Context: an optimization exercise on an open-source flow, tuned for small area. The choices shown serve that exercise and are no tape-out recipe. Where RTL was checked, it was by simulation tests only, not by an equivalence proof against the original. Power figures rest on the tool's default switching activity, not on a simulated workload.

Setup of maple:
Design dvi_status, start of the top module:
module dvi_status
(
	input clk,               
	input rst,               
	input clk_en,            
	input [31:0] rez1,       
	input [31:0] rez2,       
	input [15:0] freq,       
	input [15:0] elapsed,    
	input  [7:0] mark,
	output [9:0] tmds_red,
	output [9:0] tmds_green,
	output [9:0] tmds_blue
);
	reg rst1, rst2, en1, en2;
	always @(posedge clk) begin
		rst1 <= rst;
		rst2 <= rst1;
		en1 <= clk_en;
		en2 <= en1;
	end
	wire de, hs, vs, first, pix;
	wire [1:0] row;
	vgaout showrez
	(
		.clk(clk),
		.rst(rst2),
		.en(en2),
		.en1(en1),
		.rez1(rez1),
		.rez2(rez2),
		.freq(freq),
		.elapsed(elapsed),
		.mark(mark),
		.de(de),
		.hs(hs),
		.vs(vs),
		.first(first),
		.pix(pix),
		.row(row)
	);
	wire r_ff = pix & row[0];
	wire g_ff = pix & ~(row[1] & row[0]);
	wire b_ff = pix & ~row[1] & ~row[0];
	wire b_7f = ~pix & ~first;
	wire blank = ~de;
	wire p_neg, z_neg, b_neg;
	tmds_encoder u21 (.clk(clk), .rst(rst2), .blank(blank), .ff(pix),  .f7(1'b0), .neg(p_neg));
	tmds_encoder u22 (.clk(clk), .rst(rst2), .blank(blank), .ff(1'b0), .f7(1'b0), .neg(z_neg));
	tmds_encoder u23 (.clk(clk), .rst(rst2), .blank(blank), .ff(b_ff), .f7(b_7f), .neg(b_neg));
	wire r_neg = row[0] ? p_neg : z_neg;
	wire g_neg = (row[1] & row[0]) ? z_neg : p_neg;
	wire k = rst2 | blank;
	assign tmds_red   = {k | (r_ff ^ r_neg), k | ~r_ff,
	                     ~k & r_neg, k | r_neg, ~k & r_neg, k | r_neg,
	                     ~k & r_neg, k | r_neg, ~k & r_neg, ~k & r_neg};
	assign tmds_green = {k | (g_ff ^ g_neg), k | ~g_ff,
	                     ~k & g_neg, k | g_neg, ~k & g_neg, k | g_neg,
	                     ~k & g_neg, k | g_neg, ~k & g_neg, ~k & g_neg};
	wire c0 = ~hs;                       
  ...
Size in the first run: ~500 cells after synthesis, about 68 flip-flops, roughly 0.0045 mm² of cells after synthesis.
==> module tmds_encoder, before the edit <==
module tmds_encoder
(
	input clk,
	input rst,        
	input blank,
	input ff,         
	input f7,         
	output neg        
);
	reg [3:0] k;
	assign neg = k[0];
	reg [3:0] nxt;
	always @(*)
		case (k)
		4'd0: nxt = f7 ? 4'd3 : 4'd1;
		4'd1: nxt = ff ? 4'd7 : f7 ? 4'd5 : 4'd2;
		4'd2: nxt = f7 ? 4'd5 : 4'd3;
		4'd3: nxt = ff ? 4'd0 : f7 ? 4'd7 : 4'd4;
		4'd4: nxt = f7 ? 4'd7 : 4'd5;
		4'd5: nxt = ff ? 4'd2 : f7 ? 4'd0 : 4'd6;
		4'd6: nxt = f7 ? 4'd0 : 4'd7;
		4'd7: nxt = ff ? 4'd4 : f7 ? 4'd2 : 4'd8;
		default: nxt = f7 ? 4'd2 : 4'd0;
		endcase
	always @(posedge clk)
		if (rst || blank) k <= 4'd0;
		else k <= nxt;
endmodule
clock: 10.0 ns
lec_check: 0
cap_margin: 10
core_margin: 2
core_utilization: 40
cts_buf_list: sky130_fd_sc_hd__clkbuf_8
place_density: 0.6
slew_margin: 10
standard.sh (not shown) runs the stock make flow with config.mk's settings and CLKGATE_MAP_FILE= SYNTH_SCRIPT=/design/flow/synth_recipe.tcl, a recipe that flattens the netlist after the stock synthesis.
==> flow/flow/run.sh <==
#!/bin/bash
# Layout flow: the standard layout (standard.sh), with three changes:
#  - ports are buffered with the smallest buffer (buf_1) instead of the
#    resizer's default pick;
#  - right after floorplan, each combinational cell is set to the smallest
#    cell of the same function (repair_design sizes up again where needed);
#  - clock tree built from clkbuf_8 without dummy loads.
# Each step's full tool output goes to orfs/logs (ORFS's own logs); make's
# output goes to standard.log in this folder.
set -euo pipefail
here=$(cd "$(dirname "$0")" && pwd)
export BUFFER_PORTS_ARGS="-buffer_cell sky130_fd_sc_hd__buf_1"
export POST_FLOORPLAN_TCL="$here/downsize.tcl"
export CTS_ARGS="-sink_clustering_enable -sink_clustering_size 34 -sink_clustering_max_diameter 200 -buf_list sky130_fd_sc_hd__clkbuf_8 -dont_use_dummy_load -repair_clock_nets"
bash standard.sh > standard.log 2>&1
==> flow/flow/downsize.tcl <==
# Set every combinational cell to the smallest-area cell of the same
# function (same base name, other drive strength). Registers, clock cells,
# tie cells and physical cells are left as they are.
set n 0
foreach inst [get_cells *] {
  set master [get_property $inst ref_name]
  if {![regexp {^(sky130_fd_sc_hd__([a-z0-9]+))_([0-9]+)$} $master -> base short size]} { continue }
  if {[regexp {^(df|edf|sdf|sedf|dl|clk|conb|tap|fill|decap|diode|lpflow|probe)} $short]} { continue }
  set best ""
  set best_area 1e9
  foreach lc [get_lib_cells -quiet "*/${base}_*"] {
    set name [get_name $lc]
    if {![regexp "^${base}_\[0-9\]+\$" $name]} { continue }
    if {[get_property $lc dont_use]} { continue }
    set skip 0
    foreach pat $::env(DONT_USE_CELLS) { if {[string match $pat $name]} { set skip 1 } }
    if {$skip} { continue }
    set a [get_property $lc area]
    if {$a < $best_area} { set best_area $a; set best $lc }
  }
  if {$best ne "" && [get_name $best] ne $master} {
    replace_cell $inst $best
    incr n
  }
}
puts "downsize: replaced $n cells"
## Diff of input files: birch against maple
diff --git a/flow/design.v b/flow/design.v
--- a/flow/design.v
+++ b/flow/design.v
@@ -179,28 +179,19 @@
 	input blank,
 	input ff,         
 	input f7,         
 	output neg        
 );
-	reg [3:0] k;
-	assign neg = k[0];
-	reg [3:0] nxt;
-	always @(*)
-		case (k)
-		4'd0: nxt = f7 ? 4'd3 : 4'd1;
-		4'd1: nxt = ff ? 4'd7 : f7 ? 4'd5 : 4'd2;
-		4'd2: nxt = f7 ? 4'd5 : 4'd3;
-		4'd3: nxt = ff ? 4'd0 : f7 ? 4'd7 : 4'd4;
-		4'd4: nxt = f7 ? 4'd7 : 4'd5;
-		4'd5: nxt = ff ? 4'd2 : f7 ? 4'd0 : 4'd6;
-		4'd6: nxt = f7 ? 4'd0 : 4'd7;
-		4'd7: nxt = ff ? 4'd4 : f7 ? 4'd2 : 4'd8;
-		default: nxt = f7 ? 4'd2 : 4'd0;
-		endcase
+	reg [3:0] dc_bias;
+	assign neg = dc_bias[3];
 	always @(posedge clk)
-		if (rst || blank) k <= 4'd0;
-		else k <= nxt;
+		if (rst || blank)
+			dc_bias <= 4'd0;
+		else if (neg)
+			dc_bias <= dc_bias + (ff ? 4'd3 : f7 ? 4'd2 : 4'd5);
+		else
+			dc_bias <= dc_bias - (f7 ? 4'd3 : 4'd4);
 endmodule
 module dvi_status
 (
 	input clk,               
 	input rst,               
[summary]
- maple has completed all stages; timing, DRC and antenna checks passed.
- birch: flow completed, timing, DRC and antenna clean
- Maximum clock frequency (birch vs. maple) increases by a few percent
- Diff maple -> birch | met2 wirelength from detailed routing | decrease of 4.9%
- The power dissipated in the clock network was comparable across maple and birch.
- Looking at part of the total power dissipated in sequential elements, birch sits 0.4 points below maple.
- Summary of birch over maple: die footprint level, via count moved down, routed wire length moved down, period utilization moved down.
- Per the comparison of birch with maple, clock network power share rose by 0.3 points, global-route wire length before repair moved down, area growth from synthesis to final layout has decreased.
- maple has a lower total power after layout than birch.
- birch and maple ended up with roughly the same final cell area excluding filler cells.
- On area after synthesis, maple and birch are basically level.
- Run comparison: birch combinational family with the most area after synthesis compound AO/OA/AOI/OAI gates; maple combinational family with the most area after synthesis simple AND/OR/NAND/NOR gates
Function was not checked in any run of this note: the RTL went through the layout flow alone.

* * *

The RTL this note starts from:
==> flow/design.v <==
module vgaout
(
	input clk,
	input rst,       
	input en,        
	input en1,       
	input [31:0] rez1,
	input [31:0] rez2,
	input [15:0] freq,
	input [15:0] elapsed,
	input  [7:0] mark,
	output de,
	output hs,
	output vs,
	output first,    
	output pix,      
	output [1:0] row
);
reg [9:0] c, d;
function ge;    
	input [9:0] x;
	input [9:0] k;
	integer i;
	begin
		ge = 1'b1;
		for (i = 0; i < 10; i = i + 1)
			ge = k[i] ? (x[i] & ge) : (x[i] | ge);
	end
endfunction
function le;    
	input [9:0] x;
	input [9:0] k;
	integer i;
	begin
		le = 1'b1;
		for (i = 0; i < 10; i = i + 1)
			le = k[i] ? (~x[i] | le) : (~x[i] & le);
	end
endfunction
wire c_wrap = c[9] & c[8] & c[6] & c[5] & c[3];
wire d_wrap = d[9] & d[4] & d[3] & d[2];
wire nextline = (c == 10'd15);
wire c_load = rst | (en & c_wrap);
wire d_load = rst | (en & nextline & d_wrap);
wire [9:0] c_inc = c + {9'd0, en};
wire [9:0] d_inc = d + {9'd0, en & nextline};
always @(posedge clk) begin
	c <= c_load ? 10'd14 : c_inc;
	d <= d_load ? 10'd15 : d_inc;
end
assign hs = !(ge(c, 10'd15) && le(c, 10'd76));
assign vs = ge(d, 10'd16) && le(d, 10'd21);
assign de = ge(c, 10'd143) && le(c, 10'd862) && ge(d, 10'd46) && le(d, 10'd525);
assign first = (c == 10'd143);
assign row = d[8:7];
reg [31:0] rv;
wire ld = (c[9:7] == 3'b001) && (c[6:0] != 7'h7f) &&
          !(c[6:0] == 7'h7e && (en1 || en)) &&
          !(c[6:0] == 7'h7d && en1 && en);
wire [31:0] r3 = {elapsed, freq};
wire [31:0] src;
genvar i;
generate
	for (i = 0; i < 32; i = i + 1) begin : g_src
		if (i == 15) begin : g_h
			assign src[i] = d[8] ? (d[7] ? rez2[i] : rez1[i]) : mark[i/4];
		end else if (i >= 12 && i < 15) begin : g_hn
			assign src[i] = d[7] ? rez2[i] : rez1[i];
		end else if (i % 4 == 3) begin : g_m
			assign src[i] = d[8] ? (d[7] ? rez2[i] : rez1[i]) : (d[7] ? r3[i] : mark[i/4]);
		end else begin : g_n
			assign src[i] = d[8] ? (d[7] ? rez2[i] : rez1[i]) : r3[i];
		end
	end
endgenerate
always @(posedge clk)
	if (ld)
		rv <= src;
wire window = c[9] ^ c[8];
wire [2:0] digit = {c[9], c[7:6]};
wire [1:0] x = {c[5], c[4] | c[3]};
wire [2:0] y = {d[6:5], d[4] | d[3]};
reg [3:0] nib;
always @(*)
	case (digit)
	3'd0: nib = rv[31:28];
	3'd1: nib = rv[27:24];
	3'd2: nib = rv[23:20];
	3'd3: nib = rv[19:16];
	3'd4: nib = rv[15:12];
	3'd5: nib = rv[11:8];
	3'd6: nib = rv[7:4];
	default: nib = rv[3:0];
	endcase
wire rezpix;
hexnum digs
(
	.value(nib),
	.x(x),
	.y(y),
	.hide(d[8:7] == 2'b01 && digit == 3'd4),
	.image(rezpix)
);
wire mrow = ge(d, 10'd111) && le(d, 10'd118);
wire mpix = (x != 2'd3) && mrow && nib[3];
assign pix = window && (d[9:7] == 3'b000 ? mpix : (!d[9] && rezpix));
endmodule
module hexnum
(
	input  [3:0] value,
	input  [1:0] x,
	input  [2:0] y,
	input        hide,
	output image
);
reg [6:0] ss;
reg i;
always @(*) begin
	if(hide) ss = 7'b0000000;
	else
	case (value)   
	4'h0: ss = 7'b0111111;
	4'h1: ss = 7'b0000110;
	4'h2: ss = 7'b1011011;
	4'h3: ss = 7'b1001111;
	4'h4: ss = 7'b1100110;
	4'h5: ss = 7'b1101101;
	4'h6: ss = 7'b1111101;
	4'h7: ss = 7'b0000111;
	4'h8: ss = 7'b1111111;
	4'h9: ss = 7'b1101111;
	4'ha: ss = 7'b1110111;
	4'hb: ss = 7'b1111100;
	4'hc: ss = 7'b0111001;
	4'hd: ss = 7'b1011110;
	4'he: ss = 7'b1111001;
	4'hf: ss = 7'b1110001;
	endcase
end
always @(*) begin
	case (y)
	3'd0: case (x)
				2'd0: i = ss[0]|ss[5];
				2'd1: i = ss[0];
				2'd2: i = ss[0]|ss[1];
				default: i = 1'b0;
			endcase
	3'd1: case (x)
				2'd0: i = ss[5];
				2'd2: i = ss[1];
				default: i = 1'b0;
			endcase
	3'd2: case (x)
				2'd0: i = ss[5]|ss[4];
				2'd1: i = ss[6];
				2'd2: i = ss[1]|ss[2];
				default: i = 1'b0;
			endcase
	3'd3: case (x)
				2'd0: i = ss[4];
				2'd2: i = ss[2];
				default: i = 1'b0;
			endcase
	3'd4: case (x)
				2'd0: i = ss[3]|ss[4];
				2'd1: i = ss[3];
				2'd2: i = ss[3]|ss[2];
				default: i = 1'b0;
			endcase
	default: i = 1'b0;
	endcase
end
assign image = i;
endmodule
module tmds_bias_p
(
	input clk,
	input rst,        
	input blank,
	input ff,         
	output neg        
);
	reg [3:0] k;
	assign neg = k[0];
	reg [3:0] nxt;
	always @(*)
		case (k)
		4'd0: nxt = 4'd1;
		4'd1: nxt = ff ? 4'd7 : 4'd2;
		4'd2: nxt = 4'd3;
		4'd3: nxt = ff ? 4'd0 : 4'd4;
		4'd4: nxt = 4'd5;
		4'd5: nxt = ff ? 4'd2 : 4'd6;
		4'd6: nxt = 4'd7;
		4'd7: nxt = ff ? 4'd4 : 4'd8;
		default: nxt = 4'd0;
		endcase
	always @(posedge clk)
		if (rst || blank) k <= 4'd0;
		else k <= nxt;
endmodule
module tmds_bias_z
(
	input clk,
	input rst,        
	input blank,
	output neg        
);
	reg [3:0] k;
	assign neg = k[0];
	reg [3:0] nxt;
	always @(*)
		case (k)
		4'd0: nxt = 4'd1;
		4'd1: nxt = 4'd2;
		4'd2: nxt = 4'd3;
		4'd3: nxt = 4'd4;
		4'd4: nxt = 4'd5;
		4'd5: nxt = 4'd6;
		4'd6: nxt = 4'd7;
		4'd7: nxt = 4'd8;
		default: nxt = 4'd0;
		endcase
	always @(posedge clk)
		if (rst || blank) k <= 4'd0;
		else k <= nxt;
endmodule
module tmds_bias_b
(
	input clk,
	input rst,        
	input blank,
	input ff,         
	input f7,         
	output neg        
);
	reg [3:0] k;
	assign neg = k[0];
	reg [3:0] nxt;
	always @(*)
		case (k)
		4'd0: nxt = f7 ? 4'd3 : 4'd1;
		4'd1: nxt = ff ? 4'd7 : f7 ? 4'd5 : 4'd2;
		4'd2: nxt = f7 ? 4'd5 : 4'd3;
		4'd3: nxt = ff ? 4'd0 : f7 ? 4'd7 : 4'd4;
		4'd4: nxt = f7 ? 4'd7 : 4'd5;
		4'd5: nxt = ff ? 4'd2 : f7 ? 4'd0 : 4'd6;
		4'd6: nxt = f7 ? 4'd0 : 4'd7;
		4'd7: nxt = ff ? 4'd4 : f7 ? 4'd2 : 4'd8;
		default: nxt = f7 ? 4'd2 : 4'd0;
		endcase
	always @(posedge clk)
		if (rst || blank) k <= 4'd0;
		else k <= nxt;
endmodule
module dvi_status
(
	input clk,               
	input rst,               
	input clk_en,            
	input [31:0] rez1,       
	input [31:0] rez2,       
	input [15:0] freq,       
	input [15:0] elapsed,    
	input  [7:0] mark,
	output [9:0] tmds_red,
	output [9:0] tmds_green,
	output [9:0] tmds_blue
);
	reg rst1, rst2, en1, en2;
	always @(posedge clk) begin
		rst1 <= rst;
		rst2 <= rst1;
		en1 <= clk_en;
		en2 <= en1;
	end
	wire de, hs, vs, first, pix;
	wire [1:0] row;
	vgaout showrez
	(
		.clk(clk),
		.rst(rst2),
		.en(en2),
		.en1(en1),
		.rez1(rez1),
		.rez2(rez2),
		.freq(freq),
		.elapsed(elapsed),
		.mark(mark),
		.de(de),
		.hs(hs),
		.vs(vs),
		.first(first),
		.pix(pix),
		.row(row)
	);
	wire r_ff = pix & row[0];
	wire g_ff = pix & ~(row[1] & row[0]);
	wire b_ff = pix & ~row[1] & ~row[0];
	wire b_7f = ~pix & ~first;
	wire blank = ~de;
	wire p_neg, z_neg, b_neg;
	tmds_bias_p u21 (.clk(clk), .rst(rst2), .blank(blank), .ff(pix), .neg(p_neg));
	tmds_bias_z u22 (.clk(clk), .rst(rst2), .blank(blank), .neg(z_neg));
	tmds_bias_b u23 (.clk(clk), .rst(rst2), .blank(blank), .ff(b_ff), .f7(b_7f), .neg(b_neg));
	wire r_neg = row[0] ? p_neg : z_neg;
	wire g_neg = (row[1] & row[0]) ? z_neg : p_neg;
	wire k = rst2 | blank;
	assign tmds_red   = {k | (r_ff ^ r_neg), k | ~r_ff,
	                     ~k & r_neg, k | r_neg, ~k & r_neg, k | r_neg,
	                     ~k & r_neg, k | r_neg, ~k & r_neg, ~k & r_neg};
	assign tmds_green = {k | (g_ff ^ g_neg), k | ~g_ff,
	                     ~k & g_neg, k | g_neg, ~k & g_neg, k | g_neg,
	                     ~k & g_neg, k | g_neg, ~k & g_neg, ~k & g_neg};
	wire c0 = ~hs;                       
	wire c1 = ~vs;                       
	wire b_00 = ~b_ff & ~b_7f;
	wire b9 = blank ? ~(c1 ^ c0) : (b_neg ^ ~b_00);
	wire b8 = blank ? ~c0 : b_00;
	wire b7 = blank ? c0 : (b_neg ^ b_7f);
	wire bo = blank ? c0 : b_neg;        
	wire be = blank ? ~c0 : b_neg;       
	assign tmds_blue = {b9 | rst2, b8 | rst2, b7 & ~rst2, be | rst2, bo & ~rst2, be | rst2,
	                    bo & ~rst2, be | rst2, bo & ~rst2, bo & ~rst2};
endmodule
==> flow/config.mk <==
export PLATFORM = sky130hd
export DESIGN_NAME = dvi_status
export DESIGN_NICKNAME = dvi_status
export VERILOG_FILES = /design/flow/design.v
export SDC_FILE = /design/flow/constraint.sdc
export NUM_CORES = 4
export LEC_CHECK = 0
export CAP_MARGIN = 10
export CORE_MARGIN = 2
export CORE_UTILIZATION = 40
export CTS_BUF_LIST = sky130_fd_sc_hd__clkbuf_8
export PLACE_DENSITY = 0.6
export SLEW_MARGIN = 10
==> flow/constraint.sdc <==
create_clock -name core_clock -period 10.0 [get_ports {clk}]
set_input_delay 2.0000 -clock core_clock [delete_from_list [all_inputs] [get_ports {clk}]]
set_output_delay 2.0000 -clock core_clock [all_outputs]
set_load 0.01 [all_outputs]
Scripts as last shown in full above: flow/flow/run.sh, flow/flow/downsize.tcl
Then changed:
--- a/flow/design.v
+++ b/flow/design.v
@@ -17,6 +17,19 @@
 	output [1:0] row
 );
 reg [9:0] c, d;
+function [9:0] inc;
+	input [9:0] x;
+	input ci;
+	integer i;
+	reg cy;
+	begin
+		cy = ci;
+		for (i = 0; i < 10; i = i + 1) begin
+			inc[i] = x[i] ^ cy;
+			cy = cy & x[i];
+		end
+	end
+endfunction
 function ge;    
 	input [9:0] x;
 	input [9:0] k;
@@ -42,8 +55,8 @@
 wire nextline = (c == 10'd15);
 wire c_load = rst | (en & c_wrap);
 wire d_load = rst | (en & nextline & d_wrap);
-wire [9:0] c_inc = c + {9'd0, en};
-wire [9:0] d_inc = d + {9'd0, en & nextline};
+wire [9:0] c_inc = inc(c, en);
+wire [9:0] d_inc = inc(d, en & nextline);
 always @(posedge clk) begin
 	c <= c_load ? 10'd14 : c_inc;
 	d <= d_load ? 10'd15 : d_inc;
- combinational power went down by 3.4%
- routed wire length came out lower by 3.0%
- global-route usage is lower by 0.27 points
- cell area came out lower by 1.3%
- cell count decreases by 3.4%
- die area drops by 1.7%
- sequential share of layout area goes up by 0.45 points
- setup slack is worse by 0.86 ns
- total power is about the same
- maximum frequency shrinks by 12%
No functional check of the RTL was part of the first run of this note.

## port drivers added, routing unchanged
In the flow no input, the clock included, has a driving cell. The finished layouts below were timed again as built, in two steps. Step 1 assumes that a clkbuf_16 drives the clock port and a buf_2 every other input. Step 2 adds t to the input delays and takes it off the output delays; t is the mean of the earliest and latest rising clock arrival at the registers after step 1. Input paths then give back, and output paths get back, about the clock's delay inside the block. Three values: ideal, step 1, step 2; two values: the first two.
| run | t, ns | slack for setup (ns) | worst register clock-pin slew, ns | worst slew at a driven data input, ns |
|---|---|---|---|---|
| maple | 0.361 | 2.482 / 2.449 / 2.810 | 0.08 / 0.08 | 0.04 |
| birch | 0.370 | 2.801 / 2.769 / 3.140 | 0.07 / 0.07 | 0.04 |
| the first run of note 2 | 0.361 | 3.480 / 3.446 / 3.807 | 0.08 / 0.08 | 0.04 |
| the second run of note 2 | 0.362 | 2.619 / 2.587 / 2.949 | 0.08 / 0.08 | 0.05 |
After both steps every run listed still meets setup and hold.
